Source: an optimization exercise on an open RTL-to-GDS flow (aim: small area and a short achievable clock period). Production flows keep margins and buffers that such runs may drop. At most, simulation tests tie the RTL to the original design; equivalence was not proved. Only the layout flow was run in run 1; the RTL was not checked for function there. Power figures rest on the tool's default switching activity, not on a simulated workload.

### design/flow/flow/run.sh
#!/bin/bash
# The standard layout, with plain buffers (sky130_fd_sc_hd__buf_1) on the ports instead of the
# delay cells that buffer_ports picks by default. Every port still gets its own buffer.
set -euo pipefail
export BUFFER_PORTS_ARGS="-buffer_cell sky130_fd_sc_hd__buf_1"
bash standard.sh > standard.log 2>&1
### design/flow/standard.sh
#!/bin/bash
# synth_recipe.tcl (not shown) runs the flow's synth.tcl, then flattens the netlist and writes it again
# the make line also repeats each setting of config.mk as NAME=value (left out here)
make -C /OpenROAD-flow-scripts/flow DESIGN_CONFIG=/design/flow/config.mk WORK_HOME=/design/flow/orfs CLKGATE_MAP_FILE= SYNTH_SCRIPT=/design/flow/synth_recipe.tcl "${@:-finish}"
### design/flow/config.mk
export PLATFORM = sky130hd
export DESIGN_NAME = fp32_add
export DESIGN_NICKNAME = fp32_add
export VERILOG_FILES = /design/flow/design.v
export SDC_FILE = /design/flow/constraint.sdc
export NUM_CORES = 4
export LEC_CHECK = 0
export ABC_AREA = 1
export CAP_MARGIN = 20
export CORE_MARGIN = 2
export CORE_UTILIZATION = 40
export SETUP_SLACK_MARGIN = 2.5
export SLEW_MARGIN = 20
### design/flow/constraint.sdc
create_clock -name core_clock -period 6.5 [get_ports {clk}]
set_input_delay 1.3000 -clock core_clock [delete_from_list [all_inputs] [get_ports {clk}]]
set_output_delay 1.3000 -clock core_clock [all_outputs]
set_load 0.01 [all_outputs]
### design/flow/design.v
`default_nettype none
module fp32_add(
    input wire clk,
    input wire [31:0] a,
    input wire [31:0] b,
    input wire sub,
    input wire [2:0] rm,
    output wire [31:0] result,
    output wire nv,
    output wire of,
    output wire nx
);
    integer k;
    wire a_sign = a[31];
    wire b_sign = b[31] ^ sub;
    wire [7:0] a_exp = a[30:23];
    wire [7:0] b_exp = b[30:23];
    wire [22:0] a_frac = a[22:0];
    wire [22:0] b_frac = b[22:0];
    wire a_emax = &a_exp;
    wire b_emax = &b_exp;
    wire a_fz = ~|a_frac;
    wire b_fz = ~|b_frac;
    wire a_nan = a_emax & ~a_fz;
    wire b_nan = b_emax & ~b_fz;
    wire a_inf = a_emax & a_fz;
    wire b_inf = b_emax & b_fz;
    wire a_snan = a_nan & ~a_frac[22];
    wire b_snan = b_nan & ~b_frac[22];
    wire s0_is_sub = a_sign ^ b_sign;
    wire s0_inf_inf = s0_is_sub & a_inf & b_inf;
    wire s0_nv = a_snan | b_snan | s0_inf_inf;
    wire s0_nan = a_nan | b_nan | s0_inf_inf;
    wire s0_inf = ~s0_nan & (a_inf | b_inf);
    wire [1:0] s0_special = {s0_nan, s0_inf | s0_nv};
    wire a_hid = |a_exp;
    wire b_hid = |b_exp;
    wire [7:0] a_eeff = {a_exp[7:1], a_exp[0] | ~a_hid};
    wire [7:0] b_eeff = {b_exp[7:1], b_exp[0] | ~b_hid};
    wire [7:0] d_ab = a_eeff - b_eeff;
    wire [7:0] d_ba = b_eeff - a_eeff;
    wire swap = a[30:0] < b[30:0];
    wire [7:0] l_exp = swap ? b_exp : a_exp;
    wire [22:0] l_frac = swap ? b_frac : a_frac;
    wire [23:0] s_sig = swap ? {a_hid, a_frac} : {b_hid, b_frac};
    wire l_sign = swap ? b_sign : a_sign;
    wire [4:0] s0_off = swap ? d_ba[4:0] : d_ab[4:0];
    wire s0_far = swap ? |d_ba[7:5] : |d_ab[7:5];    
    reg r1_sign, r1_is_sub;
    reg [2:0] r1_rm;
    reg [1:0] r1_special;
    reg [7:0] r1_lexp;
    reg [22:0] r1_lfrac;
    reg [23:0] r1_ssig;
    reg [4:0] r1_off;
    reg r1_far;
    always @(posedge clk) begin
        r1_sign <= l_sign;
        r1_is_sub <= s0_is_sub;
        r1_rm <= rm;
        r1_special <= s0_special;
        r1_lexp <= l_exp;
        r1_lfrac <= l_frac;
        r1_ssig <= s_sig;
        r1_off <= s0_off;
        r1_far <= s0_far;
    end
    wire l_hid = |r1_lexp;
    wire [7:0] l_e = {r1_lexp[7:1], r1_lexp[0] | ~l_hid};
    wire [27:0] in1 = {1'b0, l_hid, r1_lfrac, 3'b000};
    wire [26:0] sh0 = {r1_ssig, 3'b000};
    wire [26:0] sh1 = r1_far ? 27'b0 : r1_off[4] ? {16'b0, sh0[26:16]} : sh0;
    wire [26:0] sh2 = r1_off[3] ? {8'b0, sh1[26:8]} : sh1;
    wire [26:0] sh3 = r1_off[2] ? {4'b0, sh2[26:4]} : sh2;
    wire [26:0] sh4 = r1_off[1] ? {2'b0, sh3[26:2]} : sh3;
    wire [26:0] sh5 = r1_off[0] ? {1'b0, sh4[26:1]} : sh4;
    reg [23:0] s_por;    
    reg [31:0] st_tab;
    always @* begin
        s_por[0] = r1_ssig[0];
        for (k = 1; k < 24; k = k + 1)
            s_por[k] = s_por[k-1] | r1_ssig[k];
        for (k = 0; k < 32; k = k + 1)
            st_tab[k] = (k < 3) ? 1'b0 : (k > 26) ? s_por[23] : s_por[k-3];
    end
    wire sticky = r1_far ? s_por[23] : st_tab[r1_off];
    wire [27:0] in2 = {1'b0, sh5[26:1], sticky};
    wire [27:0] in2x = in2 ^ {28{r1_is_sub}};
    wire [28:0] sum_c = {in1, 1'b1} + {in2x, r1_is_sub};
    wire [27:0] s1_sum = sum_c[28:1];
    wire [7:0] s1_exp = l_e + 8'd1;
    wire rdn = r1_rm == 3'b010;
    wire rup = r1_rm == 3'b011;
    wire rtz = r1_rm == 3'b001;
    wire rmm = r1_rm == 3'b100;
    wire s1_up = (rdn & r1_sign) | (rup & ~r1_sign);
    wire s1_dn = rtz | (rdn & ~r1_sign) | (rup & r1_sign);
    wire [1:0] s1_cls = {s1_up | rmm, s1_dn | rmm};
    wire s1_zsign = r1_is_sub ? rdn : r1_sign;
    reg r2_sign, r2_zsign;
    reg [1:0] r2_cls;
    reg [1:0] r2_special;
    reg [7:0] r2_exp;
    reg [27:0] r2_sum;
    always @(posedge clk) begin
        r2_sign <= r1_sign;
        r2_zsign <= s1_zsign;
        r2_cls <= s1_cls;
        r2_special <= r1_special;
        r2_exp <= s1_exp;
        r2_sum <= s1_sum;
    end
    wire e_small = ~|r2_exp[7:5];
    wire [3:0] pd_hi = {4{e_small}} & (4'b0001 << r2_exp[4:3]);
    wire [7:0] pd_lo = 8'b00000001 << r2_exp[2:0];
    reg [27:0] lim_mask;
    always @*
        for (k = 0; k < 28; k = k + 1)
            lim_mask[k] = pd_hi[(28 - k) >> 3] & pd_lo[(28 - k) & 7];
    wire [27:0] x = r2_sum | lim_mask;
    wire z4 = ~|x[27:12];
    wire [15:0] x4 = z4 ? x[11:0] << 4 : x[27:12];
    wire z3 = ~|x4[15:8];
    wire [7:0] x3 = z3 ? x4[7:0] : x4[15:8];
    wire z2 = ~|x3[7:4];
    wire [3:0] x2 = z2 ? x3[3:0] : x3[7:4];
    wire z1 = ~|x2[3:2];
    wire [1:0] x1 = z1 ? x2[1:0] : x2[3:2];
    wire z0 = ~x1[1];
    wire [4:0] lzc = {z4, z3, z2, z1, z0};
    wire [27:0] n4 = z4 ? {r2_sum[11:0], 16'b0} : r2_sum;
    wire [27:0] n3 = z3 ? {n4[19:0], 8'b0} : n4;
    wire [27:0] n2 = z2 ? {n3[23:0], 4'b0} : n3;
    wire [27:0] n1 = z1 ? {n2[25:0], 2'b0} : n2;
    wire [27:0] n0 = z0 ? {n1[26:0], 1'b0} : n1;
    wire c1 = r2_sum[27];
    wire c2 = ~r2_sum[27] & r2_sum[26];
    wire lsb = c1 ? r2_sum[4] : c2 ? r2_sum[3] : r2_sum[2];
    wire g = c1 ? r2_sum[3] : c2 ? r2_sum[2] : r2_sum[1];
    wire st = c1 ? |r2_sum[2:0] : c2 ? |r2_sum[1:0] : r2_sum[0];
    wire inexact = g | st;
    reg add_one;
    always @* begin
        case (r2_cls)
            2'd0: add_one = g & (lsb | st);
            2'd1: add_one = 1'b0;
            2'd2: add_one = g | st;
            default: add_one = g;
        endcase
    end
    wire sp_inf = r2_special == 2'b01;
    wire sp_nan = r2_special[1];
    wire sp = |r2_special;
    wire ovf = ~sp & c1 & (&r2_exp);           
    wire of_max = r2_cls == 2'd1;              
    wire zero_sign = ~|r2_sum;
    reg [7:0] s2_exp;
    reg [4:0] s2_lzc;
    reg [22:0] s2_frac;
    reg s2_msb;
    always @* begin
        s2_lzc = (sp | ovf | zero_sign) ? 5'd0 : lzc;
        s2_msb = sp | ovf | (~zero_sign & n0[27]);
        if (sp_nan) {s2_exp, s2_frac} = 31'h7fc00000;
        else if (sp_inf | (ovf & ~of_max)) {s2_exp, s2_frac} = 31'h7f800000;
        else if (ovf) {s2_exp, s2_frac} = 31'h7f7fffff;
        else {s2_exp, s2_frac} = {zero_sign ? 8'd1 : r2_exp, n0[26:4]};
    end
    wire s2_efe = ~sp & ((c1 & (r2_exp == 8'hfe)) | (c2 & (r2_exp == 8'hff)));
    wire w_ones = c1 ? &r2_sum[26:4] : c2 ? &r2_sum[25:3] : &r2_sum[24:2];
    wire w_lo_ones = c1 ? &r2_sum[15:4] : c2 ? &r2_sum[14:3] : &r2_sum[13:2];
    wire s2_inc = ~sp & ~ovf & add_one;
    reg r3_sign, r3_inc, r3_nx, r3_of, r3_nv, r3_efe, r3_carry, r3_lo_ones, r3_msb;
    reg [7:0] r3_exp;
    reg [4:0] r3_lzc;
    reg [22:0] r3_frac;
    always @(posedge clk) begin
        r3_sign <= ~sp_nan & (zero_sign ? r2_zsign : r2_sign);
        r3_inc <= s2_inc;
        r3_carry <= s2_inc & w_ones;
        r3_lo_ones <= w_lo_ones;
        r3_nx <= ~sp & (inexact | ovf);
        r3_of <= ovf;
        r3_nv <= r2_special == 2'b11;
        r3_exp <= s2_exp;
        r3_lzc <= s2_lzc;
        r3_msb <= s2_msb;
        r3_frac <= s2_frac;
        r3_efe <= s2_efe;
    end
    wire [11:0] frac_lo = r3_frac[11:0] + {11'b0, r3_inc};
    wire [10:0] frac_hi = r3_frac[22:12] + {10'b0, r3_inc & r3_lo_ones};
    wire [8:0] exp_c0x = {r3_exp, 1'b1} + {3'b111, ~r3_lzc, r3_msb};
    wire [7:0] exp_c0 = exp_c0x[8:1];
    wire [7:0] exp_c1 = r3_lzc[1] ? r3_exp - 8'd1 : r3_lzc[0] ? r3_exp : r3_exp + 8'd1;
    wire [7:0] exp_out = r3_carry ? exp_c1 : exp_c0;
    assign result = {r3_sign, exp_out, frac_hi, frac_lo};
    assign of = r3_of | (r3_efe & r3_carry);
    assign nx = r3_nx;
    assign nv = r3_nv;
endmodule
`default_nettype wire
==> results.toml, run 1 <==
[status]
status = "no timing/DRC/antenna violations"

[synthesis]
synth_area_um2 = 12200
ys_warn_count = 1
async_flop_share = 0
synth_edf_count = 0
netlist_instances = 1944
avgSynthCellArea_um2 = 6.29
yosysSeqAreaShare = 0.254
yosysUniqueCellTypes = 55
synth_ff_type = "dfxtp_1"
synth-seq-cells = 155
synthesis.nets = 2091

[sta]
min_period_ns = 3.96
worst_slew_pin_slew_ns = 0.873
drv_slew = 0
finalSetupTns_ns = 0
rsz0062_at_grt = "true"
fin_skew_ns = 0.0138
finalHoldViolations = 0
relSlewSlack = 0.417
fmax_mhz = 253
setup_viol = 0
period_share = 0.609

[grt]
overflow = 0
grt_max_degree = 97
gr-usage-met1 = 0.291
groute.usage.overall = 0.245
use_met3 = 0.0274
grt_pass1_wl_mm = 61.4
met2_usage = 0.442
antenna_found_initial = 0
grt_pass1_vias = 12006
grt-busiest-layer = "met2"

[critical_path]
cp.required_ns = 6.85
start_kind = "register"
cp.arrival_ns = 4.31
cp-end-kind = "register"
path_class = "reg -> reg"
crit_fanout = 4

[drt]
drt-initial-drc-count = 950
routed-via-count = 12625
drt-pass1-iter-count = 5
avgViaCountPerCell = 5.19
drc = 0
wl_per_cell_um = 16.0
wl_mm = 39.0
antenna_left = 0

[die]
dieArea_um2 = 32000
dieHeight_um = 179
num_io_pins = 104
die_x_um = 179
row_count = 64
start_util = 0.403
coreArea_um2 = 30300

[cells_and_area]
syn_to_final_growth_pct = 14.1
drive_gt1_frac = 0.0677
finalNetCount = 2173
fin_util = 0.460
antennaDiodeCount = 0

[clock_tree]
htreeDepth = 4
clock_path_buffers = 2
cts_buffers = 17
clk_pin_slew_ns = 0.07
clk_latency_ns = 0.43
root_buffer = "clkbuf_16"
tritoncts = "built"
cts.sinks = 155

[run]
max_cap_viol_count = 0

[placement]
port-buffer-count = 103
hpwl_mm = 31.1
place_congestion = 0.971

[power]
p_per_area_nw_per_um2 = 435
p_leak_nw = 6.64
vdd_drop_max_uv = 242

[worst_hold_path]
min_path_type = "reg -> reg"
[critical path: stages (launching register included)]
cell,delay [ns]
dfxtp_1,0.31
inv_1,0.12
nand4_1,0.18
nor3_2,0.22
nand2_1,0.11
nor3_2,0.24
nand3_1,0.13
inv_2,0.09
nand3_4,0.07
nor2_4,0.12
nand4_1,0.14
nor3_2,0.25
nand3_1,0.13
o21ai_1,0.13
o21ai_1,0.11
a21oi_2,0.35
ha_4,0.27
nor2_4,0.12
nand3_2,0.09
o21bai_4,0.16
nand2_2,0.09
nand2_4,0.12
nand3_2,0.08
nand2_2,0.07
xor2_1,0.16
[flip-flops by register name (all words and copies together), names as in the netlist, 2 cells and up]
register    flops
r2_sum         28
r1_ssig        24
r1_lfrac       23
r3_frac        23
r1_lexp         8
r2_exp          8
r3_exp          8
r1_off          5
r3_lzc          5
r1_rm           3
r1_special      2
r2_cls          2
r2_special      2
[power by group]
group	internal [mW]	leakage [nW]	total [mW]	switching [mW]
logic	1.20	5.04	3.44	2.24
clock network	0.648	0.300	1.09	0.441
registers	1.25	1.30	1.55	0.294
[cells in the mapped netlist, types with 7 or more instances]
master / number / area [µm²]
a211oi_1: 7 / 52.6
inv_1: 250 / 938
o21ai_0: 214 / 1070
nor3_1: 32 / 160
inv_2: 8 / 30.0
nand4_1: 37 / 231
nand3_1: 147 / 736
o31ai_1: 7 / 52.6
ha_1: 75 / 938
o211ai_1: 7 / 52.6
a21oi_1: 84 / 420
xor2_1: 74 / 648
nand2_1: 511 / 1920
o21ai_1: 7 / 35.0
buf_4: 10 / 75.1
buf_2: 9 / 45.0
nand2_2: 7 / 43.8
a31oi_1: 16 / 100
nor2_1: 138 / 518
nor4_1: 16 / 100
xnor2_1: 12 / 105
clkbuf_1: 37 / 139
buf_1: 7 / 26.3
nor2_2: 7 / 43.8
dfxtp_1: 155 / 3100
[cells in the final DEF, fill, tap and decap left out, types with 4 or more instances in the layout]
master / Yosys / routed
nand2_1: 511 / 496
inv_1: 250 / 246
o21ai_0: 214 / 201
dfxtp_1: 155 / 150
nand3_1: 147 / 143
nor2_1: 138 / 132
buf_1: 7 / 103
a21oi_1: 84 / 81
xor2_1: 74 / 74
ha_1: 75 / 73
nand4_1: 37 / 37
nor3_1: 32 / 29
buf_4: 10 / 20
o21ai_1: 7 / 19
clkbuf_16: 0 / 17
nand2_2: 7 / 16
nor4_1: 16 / 16
a31oi_1: 16 / 14
nor2_4: 3 / 13
xnor2_1: 12 / 12
inv_2: 8 / 9
o31ai_1: 7 / 7
o211ai_1: 7 / 7
a211oi_1: 7 / 7
nor3_2: 3 / 6
mux2i_1: 5 / 5
o2111ai_1: 5 / 5
a21o_1: 5 / 5
o221ai_1: 4 / 4
nor2_2: 7 / 4
o21bai_1: 5 / 4
nand2_8: 0 / 4
inv_6: 1 / 4
bufinv_16: 0 / 4
dfxtp_2: 0 / 4
[worst paths after layout]
| check | start | end | slack [ns] | depth (start not counted) |
|---|---|---|---|---|
| worst max-delay path | r1_ssig[2]$_DFF_P_ | r2_sum[24]$_DFF_P_ | 2.54 | 24 |
| worst min-delay path | r1_special[1]$_DFF_P_ | r2_special[1]$_DFF_P_ | 0.33 | 0 |
| worst max register to register | r1_ssig[2]$_DFF_P_ | r2_sum[24]$_DFF_P_ | 2.54 | 24 |
| worst min register to register | r1_special[1]$_DFF_P_ | r2_special[1]$_DFF_P_ | 0.33 | 0 |
[metrics by stage]
stage,setup WS (ns),instance area [µm²],hold slack [ns],total power [mW],cells
CTS,2.51,13600,0.328,5.88,2419
detailed placement,1.66,12800,0.313,4.70,2385
floorplan,3.08,12200,0.310,3.89,1944
global route,2.40,14000,0.341,6.64,2434
global placement,1.65,12800,0.315,4.69,2385
finish,2.54,14000,0.332,6.08,2434
[area by class of cell]
type / count / area [µm²]
sequential: 155 / 3110
inverter: 261 / 997
clock buffer: 19 / 433
timing repair buffer: 128 / 611
tap: 396 / 495
clock inverter: 12 / 188
fill: 3238 / 16400
multi-input combinational: 1463 / 8120
[cell families after synthesis]
group / after synthesis / synth area share
mux: 5 / 0.00409
fa+ha+maj: 78 / 0.0817
simple gates: 912 / 0.320
compound gates: 380 / 0.172
flops: 155 / 0.254
buf+inv: 328 / 0.108
xor+xnor: 86 / 0.0616
[per-layer routing]
layer | vias up | wire (µm)
met4 | 0 | 1530
met1 | 5667 | 17000
met2 | 322 | 19300
met3 | 81 | 1230
met5 | - | 0
li1 | 6555 | -
[timing repair]
action | in CTS | in global routing
buffers inserted | 1 | 15
gates cloned | 2 | 0
endpoints found under the setup margin | 50 | 48
hold buffers | 0 | 0
pin swaps | 3 | 19
gates resized for setup | 22 | 69
==> run 2, diff against run 1 <==
--- a/design/flow/design.v
+++ b/design/flow/design.v
@@ -74,16 +74,11 @@
     wire [26:0] sh3 = r1_off[2] ? {4'b0, sh2[26:4]} : sh2;
     wire [26:0] sh4 = r1_off[1] ? {2'b0, sh3[26:2]} : sh3;
     wire [26:0] sh5 = r1_off[0] ? {1'b0, sh4[26:1]} : sh4;
-    reg [23:0] s_por;    
-    reg [31:0] st_tab;
-    always @* begin
-        s_por[0] = r1_ssig[0];
-        for (k = 1; k < 24; k = k + 1)
-            s_por[k] = s_por[k-1] | r1_ssig[k];
-        for (k = 0; k < 32; k = k + 1)
-            st_tab[k] = (k < 3) ? 1'b0 : (k > 26) ? s_por[23] : s_por[k-3];
-    end
-    wire sticky = r1_far ? s_por[23] : st_tab[r1_off];
+    reg [23:0] smask;    
+    always @*
+        for (k = 0; k < 24; k = k + 1)
+            smask[k] = r1_far | (r1_off >= k + 3);
+    wire sticky = |(r1_ssig & smask);
     wire [27:0] in2 = {1'b0, sh5[26:1], sticky};
     wire [27:0] in2x = in2 ^ {28{r1_is_sub}};
     wire [28:0] sum_c = {in1, 1'b1} + {in2x, r1_is_sub};
==> run 2 against run 1 <==
  * Via count is 1.5% lower
  * Sequential share of layout area increased by 0.58 points
  * Global-route usage rose by 0.22 points
  * Die area shrank 1.3%
  * Non-clock buffer count decreased by 8
  * Worst hold slack worse by 0.0020 ns
  * Synthesized cell count down 2.5%
  * First-iteration DRC count shrank 20%
  * Synthesized area shrank 1.3%
  * Largest power group unchanged
  * Largest cell class unchanged
  * Setup slack better by 0.21 ns
  * Utilization decreased by 0.096 points
==> results.toml, run 2 <==
[cells_and_area]
fin_util = 0.459
finalNetCount = 2120
final_cell_mix = "nand2_1 (469), inv_1 (238), o21ai_0 (192)"
top_register = "r2_sum"
syn_to_final_growth_pct = 12.7
antennaDiodeCount = 0
n_fill_cell = 3230
largest_register_ffs = 28
largestRegisters = "r2_sum (28), r1_ssig (24)"
final_common_cell = "nand2_1"
drive_gt1_frac = 0.0559

[critical_path]
start_kind = "register"
crit_fanout = 22
reg2reg_depth = 19
cp-end-kind = "register"
path_class = "reg -> reg"
cp.arrival_ns = 4.06
cp.required_ns = 6.81

[synthesis]
ys_warn_count = 1
synth_edf_count = 0
yosysMostFrequentCell = "nand2_1"
yosysSeqAreaShare = 0.257
async_flop_share = 0
synth-seq-cells = 155
netlist.area_leader.share = 0.257
synth_area_um2 = 12100
netlist_instances = 1895
yosysUniqueCellTypes = 55
avgSynthCellArea_um2 = 6.37
synth_ff_type = "dfxtp_1"
synthesis.nets = 2042
yosysTopAreaCell = "dfxtp_1"
synth.area.top_cells = "dfxtp_1 (26%), nand2_1 (15%), o21ai_0 (8.2%), ha_1 (7.8%), inv_1 (7.5%)"
yosys-top-cells-count = "nand2_1 (474), inv_1 (241), o21ai_0 (197), dfxtp_1 (155), nor2_1 (144)"

[grt]
groute.usage.overall = 0.247
antenna_found_initial = 0
overflow = 0
grt_pass1_wl_mm = 61.7
grt_pass1_vias = 12142
grt_max_degree = 82

[power]
p_leak_nw = 6.44
vdd_drop_max_uv = 209
p_per_area_nw_per_um2 = 419

[clock_tree]
ctsHoldBuffers = 0
cts_buffers = 17
clk_pin_slew_ns = 0.07
htreeDepth = 4
clock_path_buffers = 2
tritoncts = "built"
root_buffer = "clkbuf_16"
cts.sinks = 155
clk_latency_ns = 0.43

[placement]
hpwl_mm = 31.6
place_ws_ns = 1.61
place_congestion = 0.985
port-buffer-count = 103

[drt]
routed-via-count = 12436
antenna_left = 0
wl_mm = 38.5
drt-pass1-iter-count = 5
drt-initial-drc-count = 761
avgViaCountPerCell = 5.23
wl_per_cell_um = 16.2
drc = 0

[sta]
period_share = 0.577
worst_slew_pin_slew_ns = 0.995
drv_slew = 0
finalHoldViolations = 0
fin_skew_ns = 0.0123
finalSetupTns_ns = 0
fmax_mhz = 267
setup_viol = 0
min_period_ns = 3.75
relSlewSlack = 0.335
worst_slack_ns = 2.75
rsz0062_at_grt = "false"

[die]
dieHeight_um = 178
die_x_um = 178
start_util = 0.407
num_io_pins = 104
coreArea_um2 = 29600
row_count = 63
dieArea_um2 = 31600

[run]
max_cap_viol_count = 0

[status]
status = "no timing/DRC/antenna violations"

[worst_hold_path]
min_path_type = "reg -> reg"
hold_depth = 0
## run 2: worst max-delay path, stage by stage, from the launching register on
cell      delay, ns
dfxtp_1        0.31
buf_4          0.20
nor2_1         0.33
inv_1          0.10
a21oi_1        0.23
o21ai_0        0.13
o211ai_1       0.14
nand2_1        0.08
o21ai_1        0.12
nand2_1        0.06
o21ai_0        0.09
xor2_1         0.19
ha_1           0.33
a21oi_1        0.23
o21ai_0        0.10
a21oi_1        0.20
o21ai_2        0.13
a21oi_1        0.33
o21ai_0        0.16
xor2_1         0.15
## run 2: cell families (layout without fill, tap and decap cells)
| group | count (synthesis) | in the layout | share of synthesized area |
|---|---|---|---|
| flops | 155 | 155 | 0.257 |
| xor+xnor | 89 | 89 | 0.0646 |
| compound gates | 388 | 388 | 0.178 |
| buf+inv | 317 | 407 | 0.104 |
| simple gates | 859 | 860 | 0.306 |
| mux | 9 | 9 | 0.00747 |
| fa+ha+maj | 78 | 78 | 0.0828 |
## run 2: layout make-up
| type | instances | area [µm²] | share of cell area |
|---|---|---|---|
| sequential | 155 | 3110 | 0.229 |
| inverter | 254 | 975 | 0.0717 |
| timing repair inverter | 1 | 7.51 | 0.000552 |
| timing repair buffer | 120 | 551 | 0.0405 |
| clock buffer | 18 | 429 | 0.0316 |
| clock inverter | 14 | 176 | 0.0130 |
| multi-input combinational | 1424 | 7860 | 0.578 |
| tap | 390 | 488 | 0.0359 |
## run 2: per-layer routing
metal,track usage,vias to the layer above,share of wire
li1,-,6409,-
met1,0.290,5598,0.43
met2,0.446,324,0.50
met3,0.0293,105,0.030
met4,0.116,0,0.046
met5,0,-,0
## run 2: metrics by stage
stage          cells  power, mW  hold WS [ns]  cell area, µm²
2_1_floorplan   1895       3.77         0.310           12100
3_3_place_gp    2335       4.56         0.313           12700
3_5_place_dp    2335       4.57         0.317           12700
4_1_cts         2370       5.62         0.333           13400
5_1_grt         2376       6.24         0.335           13600
6_report        2376       5.70         0.330           13600
## run 2: path summary, 6_finish.rpt
kind / from / to / slack (ns)
max: r1_off[2]$_DFF_P_ / r2_sum[23]$_DFF_P_ / 2.75
min: r1_special[1]$_DFF_P_ / r2_special[1]$_DFF_P_ / 0.33
max reg2reg: r1_off[2]$_DFF_P_ / r2_sum[23]$_DFF_P_ / 2.75
min reg2reg: r1_special[1]$_DFF_P_ / r2_special[1]$_DFF_P_ / 0.33
## run 2: timing repair
item | in CTS | in global routing
gates cloned | 0 | 2
resized for setup | 12 | 46
setup endpoints to repair | 52 | 62
setup buffers | 3 | 4
pin swaps | 1 | 5
## run 2: where the power goes
part | switching (mW) | leakage, nW | internal, mW
Clock | 0.443 | 0.298 | 0.583
Combinational | 2.06 | 4.84 | 1.08
Sequential | 0.282 | 1.30 | 1.25
==> run 3, diff against run 2 <==
--- a/design/flow/config.mk
+++ b/design/flow/config.mk
@@ -9,5 +9,5 @@
 export CAP_MARGIN = 20
 export CORE_MARGIN = 2
 export CORE_UTILIZATION = 40
-export SETUP_SLACK_MARGIN = 2.5
+export SETUP_SLACK_MARGIN = 3
 export SLEW_MARGIN = 20
==> run 3 against run 2 <==
  * Global-route usage grew 1.1 points
  * Synthesized cell count is the same
  * Non-clock buffer count grew 71
  * Clock skew grew 0.0045 ns
  * Power grew 19%
  * Largest cell class unchanged
  * Largest power group unchanged
==> results.toml, run 3 <==
[status]
status = "no timing/DRC/antenna violations"

[placement]
port-buffer-count = 103
dp.cells = 2336
hpwl_mm = 31.7
postPlaceCellArea_um2 = 12700
place_ws_ns = 1.87
place_congestion = 0.988

[critical_path]
rr_startpoint = "r2_exp[5]$_DFF_P_"
worst_path_max_delay_cell = "dfxtp_4"
ff2ff_setup_slack_ns = 2.90
cpMostUsedCell = "a21oi_2"
reg2reg_depth = 30
path_class = "reg -> out"
cp.required_ns = 5.20
crit_chain = "inv_6 -> ha_4 -> a21oi_2 -> and2_4 -> nor2_4 -> nor2_1 -> o21bai_1 -> a21oi_2 -> a32o_2 -> xor2_1 -> buf_2"
slowest_delay_ns = 0.37
start_kind = "register"
cp-end-kind = "output pin"
crit_fanout = 3
cp.arrival_ns = 2.32
crit_family = "compound AO/OA/AOI/OAI gates"
worst-path-buf-inv = 2
r2r_end = "r3_frac[22]$_SDFF_PP1_"

[cells_and_area]
largest_register_ffs = 28
fin_cells = 2460
fin_util = 0.527
design_area_um2 = 15600
syn_to_final_growth_pct = 29.4
antennaDiodeCount = 0
top_register = "r2_sum"
final_common_cell = "nand2_1"
largestRegisters = "r2_sum (28), r1_ssig (24)"
n_fill_cell = 2979
drive_gt1_frac = 0.196
finalNetCount = 2204
final_cell_mix = "nand2_1 (420), inv_1 (226), o21ai_0 (151)"

[clock_tree]
clk_pin_slew_ns = 0.07
cts.sinks = 155
cts_buffers = 17
root_buffer = "clkbuf_16"
tritoncts = "built"
clk_latency_ns = 0.44
clock_path_buffers = 2
htreeDepth = 4

[drt]
avgViaCountPerCell = 5.46
drt-pass1-iter-count = 8
wl_mm = 43.9
antenna_left = 0
wl_per_cell_um = 17.8
routed-via-count = 13433
drc = 0
drt-initial-drc-count = 1076

[synthesis]
netlist.area_leader.share = 0.257
yosysTopAreaCell = "dfxtp_1"
avgSynthCellArea_um2 = 6.37
ys_warn_count = 1
async_flop_share = 0
synth_ff_type = "dfxtp_1"
synthesis.nets = 2042
yosysUniqueCellTypes = 55
yosysMostFrequentCell = "nand2_1"
synth.area.top_cells = "dfxtp_1 (26%), nand2_1 (15%), o21ai_0 (8.2%), ha_1 (7.8%), inv_1 (7.5%)"
synth_area_um2 = 12100
synth_edf_count = 0
yosysSeqAreaShare = 0.257
yosys-top-cells-count = "nand2_1 (474), inv_1 (241), o21ai_0 (197), dfxtp_1 (155), nor2_1 (144)"
synth-seq-cells = 155
netlist_instances = 1895

[power]
vdd_drop_max_uv = 243
p_per_area_nw_per_um2 = 437
p_leak_nw = 7.11
power_mw = 6.81

[die]
die_x_um = 178
dieArea_um2 = 31600
row_count = 63
coreArea_um2 = 29600
dieHeight_um = 178
start_util = 0.407
num_io_pins = 104

[sta]
setup_viol = 0
fin_skew_ns = 0.0168
worst_slack_ns = 2.88
rsz0062_at_grt = "true"
holdWs_ns = 0.328
min_period_ns = 3.62
period_share = 0.557
fmax_mhz = 276
worst_slew_pin_slew_ns = 1.11
finalSetupTns_ns = 0
relSlewSlack = 0.258
finalHoldViolations = 0
drv_slew = 0

[worst_hold_path]
worstHoldEndpoint = "r2_special[0]$_DFF_P_"
min_from = "r1_special[0]$_DFF_P_"
hold_depth = 0
min_path_type = "reg -> reg"

[grt]
grt_pass1_vias = 12297
grt_pass1_wl_mm = 64.1
groute.usage.overall = 0.259
grt_max_degree = 81
overflow = 0
antenna_found_initial = 0

[run]
max_cap_viol_count = 0
run 3: cell types whose count changed in the layout (fill, tap and decap cells not counted), sizes merged:
cell | previous run | this run
buf | 120 | 188
clkbuf | 18 | 21
inv | 255 | 257
nand2 | 482 | 492
clkinv | 9 | 8
nor2 | 157 | 159
run 3: worst max path at each step:
| stage | startpoint | endpoint | slack, ns | cells after the start |
|---|---|---|---|---|
| detailed placement | b[4] | r1_off[4]$_DFF_P_ | 1.87 | 15 |
| global route | r2_exp[5]$_DFF_P_ | r3_frac[22]$_SDFF_PP1_ | 2.70 | 30 |
| floorplan | r1_off[4]$_DFF_P_ | r2_sum[26]$_DFF_P_ | 3.07 | 23 |
| finish | r3_lzc[1]$_SDFF_PP0_ | result[29] | 2.88 | 11 |
| CTS | r3_lzc[0]$_SDFF_PP0_ | result[29] | 2.86 | 11 |
| global placement | b[4] | r1_off[4]$_DFF_P_ | 1.90 | 15 |
run 3: layer usage:
layer  GRT usage  wire length, µm  share of wire
met4       0.123             2430          0.055
met1       0.298            17600           0.40
met5           0                0              0
met2       0.467            21800           0.50
met3      0.0366             2030          0.046
run 3: cells by family (layout without fill, tap and decap cells):
| logic type | after synthesis | after routing | share of synthesized area |
|---|---|---|---|
| simple gates | 859 | 872 | 0.306 |
| mux | 9 | 9 | 0.00747 |
| flops | 155 | 155 | 0.257 |
| xor+xnor | 89 | 89 | 0.0646 |
| fa+ha+maj | 78 | 78 | 0.0828 |
| buf+inv | 317 | 479 | 0.104 |
| compound gates | 388 | 388 | 0.178 |
run 3: area by class of cell:
| type | instances | area [µm²] | area share |
|---|---|---|---|
| Tap cell | 390 | 488 | 0.0313 |
| Timing Repair inverter | 2 | 25.0 | 0.00160 |
| Sequential cell | 155 | 3140 | 0.201 |
| Timing Repair Buffer | 191 | 1240 | 0.0792 |
| Multi-Input combinational cell | 1436 | 9070 | 0.581 |
| Clock buffer | 18 | 439 | 0.0281 |
| Inverter | 254 | 1030 | 0.0659 |
| Clock inverter | 14 | 178 | 0.0114 |
run 3: what timing repair did:
item / 4_1_cts / 5_1_grt
buffers inserted: 14 / 62
setup endpoints to repair: 109 / 109
hold buffers: 0 / 0
gates cloned: 5 / 11
pin swaps: 19 / 107
gates resized for setup: 95 / 303
run 3: power by group:
| group | switching [mW] | internal, mW |
|---|---|---|
| combinational | 2.61 | 1.57 |
| sequential | 0.328 | 1.25 |
| clock | 0.461 | 0.594 |
==> run 4, diff against run 3 <==
--- a/design/flow/config.mk
+++ b/design/flow/config.mk
@@ -9,5 +9,6 @@
 export CAP_MARGIN = 20
 export CORE_MARGIN = 2
 export CORE_UTILIZATION = 40
-export SETUP_SLACK_MARGIN = 3
+export PLACE_DENSITY = 0.75
+export SETUP_SLACK_MARGIN = 2.5
 export SLEW_MARGIN = 20
==> run 4 against run 3 <==
  * Still clean on timing, DRC and antenna
  * Power down 18%
  * Register-to-register slack worse by 0.14 ns
  * Die area unchanged
  * Worst hold slack worse by 0.0026 ns
  * Setup slack worse by 0.18 ns
  * Clock skew down 0.0012 ns
  * Utilization down 7.1 points
  * Global-route usage down 3.3 points
  * Synthesized area unchanged
  * Non-clock buffer count down 77
  * First-iteration DRC count down 5.0%
  * Clock-buffer cell count unchanged
  * Highest routed layer unchanged
==> results.toml, run 4 <==
[status]
status = "no timing/DRC/antenna violations"

[synthesis]
yosys-top-cells-count = "nand2_1 (474), inv_1 (241), o21ai_0 (197), dfxtp_1 (155), nor2_1 (144)"
yosysTopAreaCell = "dfxtp_1"
synth_ff_type = "dfxtp_1"
synthesis.nets = 2042
async_flop_share = 0
yosysSeqAreaShare = 0.257
ys_warn_count = 1
synth-seq-cells = 155
netlist_instances = 1895
avgSynthCellArea_um2 = 6.37
yosysUniqueCellTypes = 55
synth_area_um2 = 12100
synth_edf_count = 0
synth.area.top_cells = "dfxtp_1 (26%), nand2_1 (15%), o21ai_0 (8.2%), ha_1 (7.8%), inv_1 (7.5%)"
yosysMostFrequentCell = "nand2_1"
netlist.area_leader.share = 0.257

[cells_and_area]
top_register = "r2_sum"
design_area_um2 = 13500
finalNetCount = 2114
final_cell_mix = "nand2_1 (471), inv_1 (237), o21ai_0 (194)"
syn_to_final_growth_pct = 12.0
fin_cells = 2370
multi_input_area_um2 = 7860
largest_register_ffs = 28
fin_util = 0.456
final_common_cell = "nand2_1"
drive_gt1_frac = 0.0530
n_fill_cell = 3102
antennaDiodeCount = 0
largestRegisters = "r2_sum (28), r1_ssig (24)"
regArea_um2 = 3110

[sta]
rsz0062_at_grt = "true"
relSlewSlack = 0.412
setup_viol = 0
worst_slew_pin_slew_ns = 0.879
finalHoldViolations = 0
drv_slew = 0
min_period_ns = 3.80
fin_skew_ns = 0.0157
finalSetupTns_ns = 0
fmax_mhz = 263
period_share = 0.585

[critical_path]
cp.required_ns = 6.82
reg2reg_depth = 21
rr_startpoint = "r1_off[4]$_DFF_P_"
cp.arrival_ns = 4.12
ff2ff_setup_slack_ns = 2.76
crit_fanout = 30
cp-end-kind = "register"
crit_path_start = "a[29]"
start_kind = "primary input"
r2r_end = "r2_sum[26]$_DFF_P_"
path_class = "in -> reg"

[placement]
dp.cells = 2332
port-buffer-count = 103
postPlaceCellArea_um2 = 12700
place_congestion = 0.941
hpwl_mm = 29.4

[die]
start_util = 0.407
dieHeight_um = 178
coreArea_um2 = 29600
die_x_um = 178
num_io_pins = 104
row_count = 63
dieArea_um2 = 31600

[drt]
wl_met2_mm = 16.9
m1WireLength_mm = 15.7
drt-pass1-iter-count = 7
wl_per_cell_um = 15.3
antenna_left = 0
drc = 0
top_layer = "met4"
drt-initial-drc-count = 1022
wl_mm = 36.3
avgViaCountPerCell = 5.33
wl_met3_mm = 2.11
routed-via-count = 12640

[clock_tree]
htreeDepth = 4
cts.sinks = 155
clk_pin_slew_ns = 0.07
root_buffer = "clkbuf_16"
clk_latency_ns = 0.44
cts_buffers = 17
tritoncts = "built"
clock_path_buffers = 2

[power]
p_per_area_nw_per_um2 = 415
vdd_drop_max_uv = 219
p_leak_nw = 6.40

[grt]
grt_max_degree = 61
antenna_found_initial = 0
overflow = 0
groute.usage.overall = 0.226
grt_pass1_vias = 11368
grt_pass1_wl_mm = 56.8

[worst_hold_path]
worstHoldEndpoint = "r2_special[0]$_DFF_P_"
hold_depth = 0
min_path_type = "reg -> reg"
min_from = "r1_special[0]$_DFF_P_"

[run]
max_cap_viol_count = 0
==> run 4: layout make-up <==
type                            instances  area share
Tap cell                              390      0.0361
Timing Repair inverter                  1    0.000556
Sequential cell                       155       0.230
Clock buffer                           18      0.0325
Inverter                              254      0.0726
Timing Repair Buffer                  114      0.0347
Multi-Input combinational cell       1424       0.582
Clock inverter                         14      0.0118
==> run 4: cell families (layout without fill, tap and decap cells) <==
group,count (synthesis),in the layout,synth area share
flip-flops,155,155,0.257
buffers and inverters,317,401,0.104
multiplexers,9,9,0.00747
AND/OR/NAND/NOR,859,860,0.306
XOR/XNOR,89,89,0.0646
AO/OA/AOI/OAI,388,388,0.178
adder cells (fa/ha/maj),78,78,0.0828
==> run 4: timing repair <==
item                       in CTS  in global routing
hold buffers                    0                  0
gates cloned                    0                  2
setup endpoints to repair      30                 44
pin swaps                       0                  3
setup buffers                   0                  4
gates resized for setup        10                 35
==> run 4: power by group <==
part	internal (mW)	switching, mW
clock	0.584	0.429
sequential	1.25	0.291
combinational	1.06	2.00
total	2.89	2.72
==> run 4: per-stage QoR <==
stage | total power, mW | setup slack [ns] | hold WS [ns]
2_1_floorplan | 3.77 | 2.85 | 0.310
3_3_place_gp | 4.49 | 1.66 | 0.313
3_5_place_dp | 4.50 | 1.61 | 0.314
4_1_cts | 5.52 | 2.49 | 0.328
5_1_grt | 6.11 | 2.48 | 0.337
6_report | 5.61 | 2.70 | 0.326
==> run 4: worst max path at each step <==
stage                         endpoint  slack (ns)  cells after the start
global route         r1_off[4]$_DFF_P_        2.48                     13
detailed placement   r1_off[4]$_DFF_P_        1.61                     13
finish               r1_off[4]$_DFF_P_        2.70                     13
CTS                  r1_off[4]$_DFF_P_        2.49                     13
global placement     r1_off[4]$_DFF_P_        1.66                     13
floorplan           r2_sum[26]$_DFF_P_        2.85                     23
==> run 4: routing by layer <==
metal / global-route usage / up-vias
met1: 0.281 / 5640
met3: 0.0229 / 95
met5: 0 / -
met2: 0.391 / 505
met4: 0.100 / 0
li1: - / 6400
==> run 4: critical path, cell delays in order <==
cell,delay (ns)
buf_1,0.17
inv_1,0.10
ha_1,0.39
inv_1,0.09
nor3_1,0.34
nand4_1,0.19
nor4_1,0.37
nand2_2,0.22
nand2_8,0.24
clkinvlp_4,0.21
nand2_1,0.10
nand2_1,0.06
xor2_1,0.32
==> run 5, diff against run 4 <==
--- a/design/flow/config.mk
+++ b/design/flow/config.mk
@@ -9,6 +9,6 @@
 export CAP_MARGIN = 20
 export CORE_MARGIN = 2
 export CORE_UTILIZATION = 40
-export PLACE_DENSITY = 0.75
-export SETUP_SLACK_MARGIN = 2.5
+export CTS_BUF_LIST = sky130_fd_sc_hd__clkbuf_8
+export SETUP_SLACK_MARGIN = 2.25
 export SLEW_MARGIN = 20
==> run 5 against run 4 <==
  * Clock skew is 0.0034 ns higher
  * Clock-buffer cell count is 1 lower
  * Critical path type is now reg -> out
  * Final cell count is 0.42% higher
  * Setup slack worse by 0.13 ns
  * Non-clock buffer count is 11 higher
  * Global-route usage is 2.0 points higher
  * Register-to-register slack worse by 0.14 ns
  * Highest routed layer unchanged
  * Synthesized area stayed put
  * Maximum frequency is 3.2% lower
  * Sequential share of layout area is 0.28 points higher
  * Worst hold slack better by 0.0098 ns
==> results.toml, run 5 <==
[status]
status = "no timing/DRC/antenna violations"

[critical_path]
cpMostUsedCell = "nor2_1"
start_kind = "register"
cp.arrival_ns = 2.63
slowest_delay_ns = 0.40
reg2reg_depth = 17
worst_path_max_delay_cell = "dfxtp_2"
cp-end-kind = "output pin"
crit_fanout = 7
crit_chain = "inv_1 -> ha_1 -> nand3_1 -> and2_1 -> nor2_1 -> nor2_1 -> o21bai_1 -> a21oi_1 -> a32o_1 -> xor2_1 -> buf_1"
cp.required_ns = 5.20
path_class = "reg -> out"

[cells_and_area]
n_fill_cell = 3258
finalNetCount = 2124
fin_cells = 2380
syn_to_final_growth_pct = 10.6
largestRegisters = "r2_sum (28), r1_ssig (24)"
fin_util = 0.450
antennaDiodeCount = 0
design_area_um2 = 13300
final_cell_mix = "nand2_1 (470), inv_1 (240), o21ai_0 (196)"
largest_register_ffs = 28
top_register = "r2_sum"
final_common_cell = "nand2_1"
drive_gt1_frac = 0.0543

[grt]
overflow = 0
antenna_found_initial = 0
grt_pass1_wl_mm = 61.4
groute.usage.overall = 0.246
grt_max_degree = 82
grt_pass1_vias = 12078

[die]
row_count = 63
dieHeight_um = 178
dieArea_um2 = 31600
start_util = 0.407
num_io_pins = 104
coreArea_um2 = 29600
die_x_um = 178

[sta]
period_share = 0.604
holdWs_ns = 0.335
setup_viol = 0
drv_slew = 0
fin_skew_ns = 0.0190
finalSetupTns_ns = 0
worst_slew_pin_slew_ns = 0.980
finalHoldViolations = 0
min_period_ns = 3.93
relSlewSlack = 0.345
rsz0062_at_grt = "false"
fmax_mhz = 255

[power]
p_leak_nw = 6.38
p_per_area_nw_per_um2 = 406
vdd_drop_max_uv = 138

[placement]
place_congestion = 0.985
hpwl_mm = 31.6
port-buffer-count = 103
postPlaceCellArea_um2 = 12700
dp.cells = 2335

[synthesis]
netlist_instances = 1895
synth_area_um2 = 12100
ys_warn_count = 1
synth-seq-cells = 155
avgSynthCellArea_um2 = 6.37
synth.area.top_cells = "dfxtp_1 (26%), nand2_1 (15%), o21ai_0 (8.2%), ha_1 (7.8%), inv_1 (7.5%)"
synth_ff_type = "dfxtp_1"
netlist.area_leader.share = 0.257
yosys-top-cells-count = "nand2_1 (474), inv_1 (241), o21ai_0 (197), dfxtp_1 (155), nor2_1 (144)"
synth_edf_count = 0
yosysMostFrequentCell = "nand2_1"
synthesis.nets = 2042
yosysTopAreaCell = "dfxtp_1"
yosysSeqAreaShare = 0.257
async_flop_share = 0
yosysUniqueCellTypes = 55

[drt]
drc = 0
routed-via-count = 12462
drt-initial-drc-count = 785
wl_per_cell_um = 16.1
antenna_left = 0
drt-pass1-iter-count = 5
wl_mm = 38.3
avgViaCountPerCell = 5.24

[clock_tree]
htreeDepth = 4
clock_path_buffers = 2
root_buffer = "clkbuf_8"
tritoncts = "built"
cts.sinks = 155
clk_latency_ns = 0.47
cts_buffers = 17
clk_pin_slew_ns = 0.10

[run]
max_cap_viol_count = 0

[worst_hold_path]
hold_depth = 0
min_path_type = "reg -> reg"
==> run 5: changes by cell type in the layout (fill, tap and decap cells not counted), sizes merged <==
cell      previous run  this run
buf                114       125
nor2               156       157
clkinvlp             6         3
inv                254       257
clkbuf              18        17
nand2              483       482
==> run 5: area by class of cell <==
class	instances	area, µm²	area share
Timing Repair Buffer	125	556	0.0416
Sequential cell	155	3110	0.233
Multi-Input combinational cell	1424	7810	0.585
Clock inverter	15	180	0.0135
Inverter	254	971	0.0728
Tap cell	390	488	0.0366
Clock buffer	17	234	0.0175
==> run 5: metrics by stage <==
step           total power, mW  setup slack [ns]
6_report                  5.41              2.57
5_1_grt                   5.95              2.26
4_1_cts                   5.35              2.12
3_5_place_dp              4.57              1.61
3_3_place_gp              4.56              1.74
2_1_floorplan             3.77              2.85
==> run 5: final timing paths <==
check                              from                    end  slack [ns]
setup / recovery   r3_lzc[1]$_SDFF_PP0_             result[29]        2.57
hold / removal    r1_special[1]$_DFF_P_  r2_special[1]$_DFF_P_        0.34
setup reg to reg      r1_off[3]$_DFF_P_     r2_sum[23]$_DFF_P_        2.62
hold reg to reg   r1_special[1]$_DFF_P_  r2_special[1]$_DFF_P_        0.34
==> run 5: metal layers <==
| layer | share of wire | global-route usage | vias to the layer above |
|---|---|---|---|
| li1 | - | - | 6410 |
| met1 | 0.43 | 0.290 | 5645 |
| met3 | 0.033 | 0.0287 | 97 |
| met4 | 0.042 | 0.109 | 0 |
| met5 | 0 | 0 | - |
| met2 | 0.50 | 0.445 | 310 |
==> run 5: repair_timing <==
action / 4_1_cts / 5_1_grt
hold buffers: 0 / 0
resized for setup: 7 / 25
cloned: 0 / 1
pin swaps: 0 / 3
setup buffers: 0 / 12
setup endpoints to repair: 14 / 54
==> run 5: cells by family after synthesis <==
| kind of cell | after synthesis | synth area share |
|---|---|---|
| xor+xnor | 89 | 0.0646 |
| flops | 155 | 0.257 |
| mux | 9 | 0.00747 |
| fa+ha+maj | 78 | 0.0828 |
| compound gates | 388 | 0.178 |
| simple gates | 859 | 0.306 |
| buf+inv | 317 | 0.104 |
==> run 5: power breakdown <==
group | switching, mW | internal (mW)
clock network | 0.414 | 0.356
registers | 0.279 | 1.25
logic | 2.05 | 1.07
==> run 5: worst max-delay path, delay by kind of cell, from the launching register on <==
| kind | cells | cell delay, ns |
|---|---|---|
| AO/OA/AOI/OAI | 3 | 0.52 |
| XOR/XNOR | 1 | 0.13 |
| adder cells (fa/ha/maj) | 1 | 0.37 |
| buffers and inverters | 2 | 0.29 |
| flip-flops | 1 | 0.40 |
| AND/OR/NAND/NOR | 4 | 0.44 |
==> run 6, diff against run 5 <==
--- a/design/flow/config.mk
+++ b/design/flow/config.mk
@@ -10,5 +10,5 @@
 export CORE_MARGIN = 2
 export CORE_UTILIZATION = 40
 export CTS_BUF_LIST = sky130_fd_sc_hd__clkbuf_8
-export SETUP_SLACK_MARGIN = 2.25
+export SETUP_SLACK_MARGIN = 2.75
 export SLEW_MARGIN = 20
==> run 6 against run 5 <==
  * Final area increased by 6.4%
  * Global-route usage increased by 0.30 points
  * First-iteration DRC count increased by 10%
  * Sequential power about the same
  * Utilization increased by 2.9 points
  * Non-clock buffer count increased by 27
  * Final cell count increased by 1.5%
  * Power increased by 7.5%
  * Routed wire length increased by 5.8%
  * Combinational power increased by 12%
  * Critical path type unchanged
  * Largest cell class unchanged
==> results.toml, run 6 <==
[status]
status = "no timing/DRC/antenna violations"

[power]
power_mw = 5.81
p_per_area_nw_per_um2 = 409
comb_power_share = 0.602
p_sw_mw = 2.94
p_leak_nw = 6.69
intPower_mw = 2.87
clockPowerShare = 0.133
vdd_drop_max_uv = 150
seq_power_share = 0.265
switching_share = 0.506

[drt]
drt-initial-drc-count = 867
routed-via-count = 12867
wl_per_cell_um = 16.8
drt-pass1-iter-count = 5
drc = 0
antenna_left = 0
avgViaCountPerCell = 5.33
wl_mm = 40.6

[placement]
place_congestion = 0.985
place_ws_ns = 1.61
port-buffer-count = 103
hpwl_mm = 31.6
dp.cells = 2335

[synthesis]
synth_area_um2 = 12100
synth_edf_count = 0
async_flop_share = 0
avgSynthCellArea_um2 = 6.37
synthesis.nets = 2042
yosysSeqAreaShare = 0.257
yosysMostFrequentCell = "nand2_1"
yosysTopAreaCell = "dfxtp_1"
netlist.area_leader.share = 0.257
synth-seq-cells = 155
yosysUniqueCellTypes = 55
synth_ff_type = "dfxtp_1"
yosys-top-cells-count = "nand2_1 (474), inv_1 (241), o21ai_0 (197), dfxtp_1 (155), nor2_1 (144)"
ys_warn_count = 1
synth.area.top_cells = "dfxtp_1 (26%), nand2_1 (15%), o21ai_0 (8.2%), ha_1 (7.8%), inv_1 (7.5%)"
netlist_instances = 1895

[grt]
overflow = 0
antenna_found_initial = 0
groute.usage.overall = 0.249
grt_max_degree = 82
grt_pass1_wl_mm = 62.1
grt_pass1_vias = 12166

[run]
max_cap_viol_count = 0

[sta]
setup_viol = 0
fin_skew_ns = 0.0188
fmax_mhz = 271
finalSetupTns_ns = 0
min_period_ns = 3.69
drv_slew = 0
worst_slack_ns = 2.81
holdWs_ns = 0.335
finalHoldViolations = 0
rsz0062_at_grt = "true"
period_share = 0.567
relSlewSlack = 0.338
worst_slew_pin_slew_ns = 0.990

[cells_and_area]
antennaDiodeCount = 0
final_cell_mix = "nand2_1 (465), inv_1 (238), o21ai_0 (180)"
final_common_cell = "nand2_1"
top_register = "r2_sum"
largestRegisters = "r2_sum (28), r1_ssig (24)"
finalNetCount = 2159
fin_cells = 2415
largest_register_ffs = 28
syn_to_final_growth_pct = 17.7
drive_gt1_frac = 0.105

[clock_tree]
root_buffer = "clkbuf_8"
clock_path_buffers = 2
clk_latency_ns = 0.48
ctsHoldBuffers = 0
cts_buffers = 17
clk_pin_slew_ns = 0.10
htreeDepth = 4
tritoncts = "built"
cts.sinks = 155

[die]
die_x_um = 178
dieArea_um2 = 31600
dieHeight_um = 178
row_count = 63
start_util = 0.407
coreArea_um2 = 29600
num_io_pins = 104

[critical_path]
crit_fanout = 4
crit_family = "compound AO/OA/AOI/OAI gates"
worst-path-buf-inv = 2
path_depth = 11
start_kind = "register"
path_class = "reg -> out"
worst_path_max_delay_cell = "dfxtp_4"
cp-end-kind = "output pin"
reg2reg_depth = 20
cp.arrival_ns = 2.39
crit_chain = "inv_6 -> ha_4 -> nand3_2 -> and2_4 -> nor2_4 -> nor2_1 -> o21bai_1 -> a21oi_2 -> a32o_2 -> xor2_1 -> buf_2"
slowest_delay_ns = 0.39
cp.required_ns = 5.20

[worst_hold_path]
hold_depth = 0
min_path_type = "reg -> reg"
## run 6: changes by cell type in the layout (fill, tap and decap cells not counted), moves of 6 or more
cell / change
o21ai_1: +12
o21ai_0: -16
dfxtp_1: -6
buf_4: +18
ha_1: -9
nand2_4: +8
a21oi_2: +18
nor2_1: -8
a21oi_1: -18
ha_2: +6
## run 6: area by class of cell
type	count	area [µm²]
repair inverters	1	7.51
fillers	3183	15400
well taps	390	488
multi-input cells	1431	8270
repair buffers	152	901
flip-flops and latches	155	3130
clock inverters	15	180
clock buffers	17	234
inverters	254	996
## run 6: timing repair
action                                 CTS  global route
cloned                                   1            12
gates resized for setup                 41           125
endpoints found under the hold margin    0             0
setup buffers                            6            29
setup endpoints to repair               93            77
pin swaps                                3            31
## run 6: stage by stage
| stage | utilization | instance area (µm²) |
|---|---|---|
| 5_1_grt | 0.479 | 14200 |
| 4_1_cts | 0.450 | 13300 |
| 6_report | 0.479 | 14200 |
| 3_5_place_dp | 0.429 | 12700 |
| 3_3_place_gp | 0.429 | 12700 |
| 2_1_floorplan | - | 12100 |
## run 6: cells by family after synthesis
kind of cell / synth area share
flip-flops: 0.257
XOR/XNOR: 0.0646
adder cells (fa/ha/maj): 0.0828
buffers and inverters: 0.104
multiplexers: 0.00747
AND/OR/NAND/NOR: 0.306
AO/OA/AOI/OAI: 0.178
## run 6: final timing paths
path	slack (ns)	endpoint	start
worst min-delay path	0.34	r2_special[1]$_DFF_P_	r1_special[1]$_DFF_P_
worst max register to register	2.92	r2_sum[26]$_DFF_P_	r1_off[4]$_DFF_P_
worst min register to register	0.34	r2_special[1]$_DFF_P_	r1_special[1]$_DFF_P_
worst max-delay path	2.81	result[29]	r3_lzc[1]$_SDFF_PP0_
## run 6: worst register-to-register path: stages (launching register included)
cell and delay [ns]:
dfxtp_4 0.39, nor2_4 0.14, inv_1 0.10, buf_4 0.19, a21oi_1 0.15, o21ai_1 0.15, nand2_1 0.08, o21ai_0 0.11
mux2i_1 0.22, o21ai_0 0.12, xor2_1 0.16, ha_1 0.38, a21oi_1 0.17, inv_1 0.08, a31oi_2 0.16, o21a_1 0.20
nor3_1 0.07, a2111oi_2 0.39, nand2_1 0.10, nand2_1 0.07, nand2_1 0.04
## run 6: metal layers
| metal | global-route usage | wire length (µm) | vias up |
|---|---|---|---|
| li1 | - | - | 6500 |
| met1 | 0.291 | 16700 | 5849 |
| met2 | 0.449 | 20300 | 390 |
| met3 | 0.0308 | 1480 | 128 |
| met4 | 0.118 | 2110 | 0 |
| met5 | 0 | 0 | - |
## run 6: power by group through the flow
stage,registers [mW],clock network [mW],logic (mW)
6_report,1.54,0.771,3.50
5_1_grt,1.56,0.833,3.95
4_1_cts,1.52,0.793,3.12
3_5_place_dp,1.54,0,3.02
3_3_place_gp,1.54,0,3.02
2_1_floorplan,1.41,0,2.36
==> run 7, diff against run 6 <==
--- a/design/flow/config.mk
+++ b/design/flow/config.mk
@@ -10,5 +10,5 @@
 export CORE_MARGIN = 2
 export CORE_UTILIZATION = 40
 export CTS_BUF_LIST = sky130_fd_sc_hd__clkbuf_8
-export SETUP_SLACK_MARGIN = 2.75
+export SETUP_SLACK_MARGIN = 2.6
 export SLEW_MARGIN = 20
==> run 7 against run 6 <==
  * Setup slack got worse by 0.049 ns
  * Critical path depth unchanged
  * Clock-buffer cell count did not move
  * Sequential power hardly changed
  * Final cell count fell by 1.3%
  * Clock skew hardly changed
  * Sequential share of layout area is 0.85 points higher
  * Power fell by 4.1%
  * Global-route usage decreased by 0.23 points
  * Synthesized cell count unchanged
  * Worst hold slack about the same
==> results.toml, run 7 <==
[status]
status = "no timing/DRC/antenna violations"

[die]
start_util = 0.407
row_count = 63
coreArea_um2 = 29600
dieHeight_um = 178
die_x_um = 178
num_io_pins = 104
dieArea_um2 = 31600

[drt]
wl_mm = 39.5
drc = 0
avgViaCountPerCell = 5.29
wl_per_cell_um = 16.6
drt-initial-drc-count = 803
drt-pass1-iter-count = 6
routed-via-count = 12613
antenna_left = 0

[clock_tree]
cts.sinks = 155
clk_latency_ns = 0.48
htreeDepth = 4
cts_buffers = 17
ctsHoldBuffers = 0
clock_path_buffers = 2
root_buffer = "clkbuf_8"
tritoncts = "built"
clk_pin_slew_ns = 0.10

[synthesis]
ys_warn_count = 1
yosys-top-cells-count = "nand2_1 (474), inv_1 (241), o21ai_0 (197), dfxtp_1 (155), nor2_1 (144)"
synth.area.top_cells = "dfxtp_1 (26%), nand2_1 (15%), o21ai_0 (8.2%), ha_1 (7.8%), inv_1 (7.5%)"
netlist.area_leader.share = 0.257
avgSynthCellArea_um2 = 6.37
netlist_instances = 1895
synth_ff_type = "dfxtp_1"
yosysTopAreaCell = "dfxtp_1"
yosysSeqAreaShare = 0.257
yosysUniqueCellTypes = 55
async_flop_share = 0
synth-seq-cells = 155
synth_area_um2 = 12100
synth_edf_count = 0
yosysMostFrequentCell = "nand2_1"
synthesis.nets = 2042

[critical_path]
slowest_delay_ns = 0.39
worst-path-buf-inv = 2
crit_path_start = "r3_lzc[1]$_SDFF_PP0_"
cp-end-kind = "output pin"
worst_path_max_delay_cell = "dfxtp_4"
crit_fanout = 7
path_class = "reg -> out"
cp.arrival_ns = 2.44
crit_chain = "inv_4 -> ha_4 -> nand3_1 -> and2_4 -> nor2_4 -> nor2_1 -> o21bai_1 -> a21oi_2 -> a32o_2 -> xor2_1 -> buf_2"
crit_family = "compound AO/OA/AOI/OAI gates"
cp.required_ns = 5.20
rr_startpoint = "r1_off[4]$_DFF_P_"
start_kind = "register"

[grt]
grt_pass1_vias = 12092
grt_max_degree = 82
groute.usage.overall = 0.247
antenna_found_initial = 0
grt_pass1_wl_mm = 61.6
overflow = 0

[power]
p_leak_nw = 6.45
vdd_drop_max_uv = 149
p_per_area_nw_per_um2 = 410

[cells_and_area]
antennaDiodeCount = 0
syn_to_final_growth_pct = 12.9
fin_util = 0.459
finalNetCount = 2128
largestRegisters = "r2_sum (28), r1_ssig (24)"
fin_cells = 2384
final_cell_mix = "nand2_1 (469), inv_1 (238), o21ai_0 (189)"
final_common_cell = "nand2_1"
drive_gt1_frac = 0.0692
largest_register_ffs = 28
top_register = "r2_sum"

[sta]
holdWs_ns = 0.335
finalHoldViolations = 0
worst_slack_ns = 2.76
relSlewSlack = 0.335
min_period_ns = 3.74
setup_viol = 0
rsz0062_at_grt = "true"
drv_slew = 0
fmax_mhz = 268
fin_skew_ns = 0.0188
period_share = 0.575
worst_slew_pin_slew_ns = 0.995
finalSetupTns_ns = 0

[worst_hold_path]
min_from = "r1_special[1]$_DFF_P_"
min_path_type = "reg -> reg"

[placement]
hpwl_mm = 31.6
port-buffer-count = 103
dp.cells = 2335
place_ws_ns = 1.61
place_congestion = 0.985

[run]
max_cap_viol_count = 0
==> run 7: changes by cell type in the layout (fill, tap and decap cells not counted), sizes merged <==
cell and delta:
nand2 -2, nor2 -1, buf -23, inv -1
clkinv +1, clkbuf -5
==> run 7: repair_timing <==
| item | CTS | global route |
|---|---|---|
| endpoints found under the setup margin | 62 | 72 |
| endpoints found under the hold margin | 0 | 0 |
| gates cloned | 0 | 6 |
| resized for setup | 18 | 79 |
| buffers inserted | 3 | 8 |
| pin swaps | 1 | 14 |
==> run 7: cells by family after synthesis <==
logic type               synth area share
flip-flops                          0.257
multiplexers                      0.00747
adder cells (fa/ha/maj)            0.0828
AO/OA/AOI/OAI                       0.178
XOR/XNOR                           0.0646
buffers and inverters               0.104
AND/OR/NAND/NOR                     0.306
==> run 7: path summary, 6_finish.rpt <==
check                           slack [ns]  cells past startpoint               endpoint
worst max-delay path                  2.76                     11             result[29]
worst min register to register        0.34                      0  r2_special[1]$_DFF_P_
worst max register to register        2.88                     21     r2_sum[26]$_DFF_P_
worst min-delay path                  0.34                      0  r2_special[1]$_DFF_P_
==> run 7: metrics by stage <==
stage | total power, mW | area (µm²)
finish | 5.58 | 13600
global route | 6.10 | 13600
CTS | 5.38 | 13200
detailed placement | 4.57 | 12700
global placement | 4.56 | 12700
floorplan | 3.77 | 12100
==> run 7: cell type report <==
type	count	area, µm²
Multi-Input combinational cell	1428	8020
Timing Repair Buffer	124	582
Inverter	254	987
Tap cell	390	488
Fill cell	3215	16000
Timing Repair inverter	1	7.51
Clock inverter	15	180
Sequential cell	155	3110
Clock buffer	17	234
==> run 7: where the power goes <==
part | internal (mW) | switching, mW | total [mW]
Sequential | 1.25 | 0.284 | 1.53
Combinational | 1.13 | 2.15 | 3.28
Clock | 0.356 | 0.411 | 0.767
Total | 2.73 | 2.85 | 5.58
==> run 7: metal layers <==
| metal | wire [µm] | global-route usage | vias to the layer above | share of wire |
|---|---|---|---|---|
| li1 | - | - | 6429 | - |
| met3 | 1310 | 0.0291 | 115 | 0.033 |
| met1 | 16600 | 0.290 | 5729 | 0.42 |
| met2 | 19700 | 0.444 | 340 | 0.50 |
| met5 | 0 | 0 | - | 0 |
| met4 | 1900 | 0.115 | 0 | 0.048 |
==> run 8, diff against run 7 <==
--- a/design/flow/config.mk
+++ b/design/flow/config.mk
@@ -10,5 +10,5 @@
 export CORE_MARGIN = 2
 export CORE_UTILIZATION = 40
 export CTS_BUF_LIST = sky130_fd_sc_hd__clkbuf_8
-export SETUP_SLACK_MARGIN = 2.6
+export SETUP_SLACK_MARGIN = 2.4
 export SLEW_MARGIN = 20
==> run 8 against run 7 <==
  * Routed wire length down 2.7%
  * Clock power about the same
  * Setup slack worse by 0.094 ns
  * Largest power group unchanged
  * Sequential share of layout area up 0.39 points
==> results.toml, run 8 <==
[synthesis]
netlist_instances = 1895
synthesis.nets = 2042
synth-seq-cells = 155
synthAdderAreaFrac = 0.0828
synth.area.top_cells = "dfxtp_1 (26%), nand2_1 (15%), o21ai_0 (8.2%), ha_1 (7.8%), inv_1 (7.5%)"
synth_compound_area_frac = 0.178
async_flop_share = 0
synth_top_family_by_area = "simple AND/OR/NAND/NOR gates"
synth_edf_count = 0
yosysUniqueCellTypes = 55
avgSynthCellArea_um2 = 6.37
yosysSeqAreaShare = 0.257
synth_xor_area_frac = 0.0646
yosysTopAreaCell = "dfxtp_1"
yosysMostFrequentCell = "nand2_1"
synth_area_um2 = 12100
netlist.area_leader.share = 0.257
synth_ff_type = "dfxtp_1"
synth_mux_area_frac = 0.00747
ys_warn_count = 1
yosys-top-cells-count = "nand2_1 (474), inv_1 (241), o21ai_0 (197), dfxtp_1 (155), nor2_1 (144)"
yosys.area_share.simple = 0.306

[critical_path]
cp.required_ns = 5.20
cp-end-kind = "output pin"
slowest_delay_ns = 0.41
worst-path-buf-inv = 2
path_class = "reg -> out"
start_kind = "register"
cp.arrival_ns = 2.53
path_depth = 11
crit_family = "compound AO/OA/AOI/OAI gates"
crit_fanout = 7
worst_path_max_delay_cell = "dfxtp_2"
reg2reg_depth = 19
crit_chain = "inv_2 -> ha_4 -> nand3_1 -> and2_1 -> nor2_1 -> nor2_1 -> o21bai_1 -> a21oi_1 -> a32o_1 -> xor2_1 -> buf_1"
cpMostUsedCell = "nor2_1"

[sta]
drv_slew = 0
finalSetupTns_ns = 0
worst_slew_pin_slew_ns = 0.996
finalHoldViolations = 0
fin_skew_ns = 0.0197
relSlewSlack = 0.334
fmax_mhz = 261
min_period_ns = 3.83
period_share = 0.589
setup_viol = 0
rsz0062_at_grt = "true"

[die]
coreArea_um2 = 29600
row_count = 63
die_x_um = 178
dieHeight_um = 178
start_util = 0.407
dieArea_um2 = 31600
num_io_pins = 104

[drt]
drc = 0
drt-pass1-iter-count = 7
wl_per_cell_um = 16.2
avgViaCountPerCell = 5.25
antenna_left = 0
wl_mm = 38.4
routed-via-count = 12490
drt-initial-drc-count = 772

[placement]
dp.cells = 2335
place_congestion = 0.985
hpwl_mm = 31.6
port-buffer-count = 103

[grt]
grt_pass1_vias = 12099
grt_max_degree = 82
grt_pass1_wl_mm = 61.5
groute.usage.overall = 0.246
overflow = 0
antenna_found_initial = 0

[clock_tree]
clk_latency_ns = 0.48
root_buffer = "clkbuf_8"
tritoncts = "built"
htreeDepth = 4
clock_path_buffers = 2
cts.sinks = 155
ctsHoldBuffers = 0
clk_pin_slew_ns = 0.10
cts_buffers = 17

[cells_and_area]
multi_input_area_um2 = 7840
largestRegisters = "r2_sum (28), r1_ssig (24)"
n_fill_cell = 3249
final_cell_mix = "nand2_1 (469), inv_1 (239), o21ai_0 (194)"
syn_to_final_growth_pct = 10.7
final_common_cell = "nand2_1"
regArea_um2 = 3110
drive_gt1_frac = 0.0558
finalNetCount = 2122
largest_register_ffs = 28
fin_cells = 2378
antennaDiodeCount = 0
top_register = "r2_sum"

[status]
status = "no timing/DRC/antenna violations"

[power]
p_per_area_nw_per_um2 = 406
vdd_drop_max_uv = 139
p_leak_nw = 6.36

[run]
max_cap_viol_count = 0

[worst_hold_path]
hold_depth = 0
min_path_type = "reg -> reg"
-- run 8: changes by cell type in the layout (fill, tap and decap cells not counted), sizes merged --
cell,change
buf,-2
nand2,-4
-- run 8: area by class of cell --
class / instances / area share
inverter: 254 / 0.0725
sequential: 155 / 0.233
timing repair inverter: 1 / 0.000562
tap: 390 / 0.0365
clock buffer: 17 / 0.0175
clock inverter: 15 / 0.0135
multi-input combinational: 1424 / 0.587
timing repair buffer: 122 / 0.0402
-- run 8: through the flow --
stage	setup WS [ns]	cell area, µm²	total power [mW]	utilization	hold WS, ns
final	2.67	13400	5.42	0.451	0.335
after global placement	1.74	12700	4.56	0.429	0.313
after floorplan	2.85	12100	3.77	-	0.310
after global routing	2.39	13400	5.96	0.451	0.342
after detailed placement	1.61	12700	4.57	0.429	0.317
after CTS	2.44	13200	5.36	0.445	0.339
-- run 8: cells by family (layout without fill, tap and decap cells) --
logic type               Yosys count  count (layout)
AO/OA/AOI/OAI                    388             388
multiplexers                       9               9
AND/OR/NAND/NOR                  859             860
XOR/XNOR                          89              89
adder cells (fa/ha/maj)           78              78
buffers and inverters            317             409
flip-flops                       155             155
-- run 8: metal layers --
metal  global-route usage  share of wire  routed length (µm)
met5                    0              0                   0
met4                0.115          0.045                1740
met1                0.290           0.42               16100
met2                0.443           0.50               19100
met3               0.0291          0.039                1500
-- run 8: path summary, 6_finish.rpt --
check | slack, ns | end | startpoint
max | 2.67 | result[29] | r3_lzc[1]$_SDFF_PP0_
min reg2reg | 0.34 | r2_special[1]$_DFF_P_ | r1_special[1]$_DFF_P_
max reg2reg | 2.74 | r2_sum[23]$_DFF_P_ | r1_off[3]$_DFF_P_
min | 0.34 | r2_special[1]$_DFF_P_ | r1_special[1]$_DFF_P_
-- run 8: report_power, final --
group / total, mW / internal, mW / switching [mW]
registers: 1.53 / 1.25 / 0.280
clock network: 0.770 / 0.356 / 0.413
logic: 3.12 / 1.07 / 2.05
total: 5.42 / 2.68 / 2.74
-- run 8: repair_timing --
item                                   CTS  global route
setup endpoints to repair               41            50
cloned                                   0             2
gates resized for setup                 12            31
setup buffers                            1             8
pin swaps                                1             3
endpoints found under the hold margin    0             0

-- re-timing with driven ports --
No port has a modelled driver above. Below, the same layouts with a new extraction and two added sets of constraints.
Step 1 sets driving cells, clkbuf_16 on the clock port and buf_2 on the other inputs (assumed; they add their load-dependent delay and slew).
Step 2, shift: input delay + t, output delay - t, t = (earliest + latest rising clock arrival at the registers) / 2. This alone moves slack from input paths to output paths.
Slacks: no drivers / after step 1 / after step 2; pairs: no drivers / after step 1.
run	t, ns	setup slack, ns
run 1	0.475	2.541 / 2.541 / 2.393
run 2	0.475	2.748 / 2.706 / 2.394
run 3	0.480	2.879 / 2.830 / 2.651
run 4	0.490	2.700 / 2.671 / 2.238
run 5	0.510	2.572 / 2.526 / 2.115
run 6	0.514	2.812 / 2.765 / 2.476
run 7	0.514	2.762 / 2.716 / 2.396
run 8	0.513	2.669 / 2.622 / 2.343
After both steps every run listed still meets setup and hold.
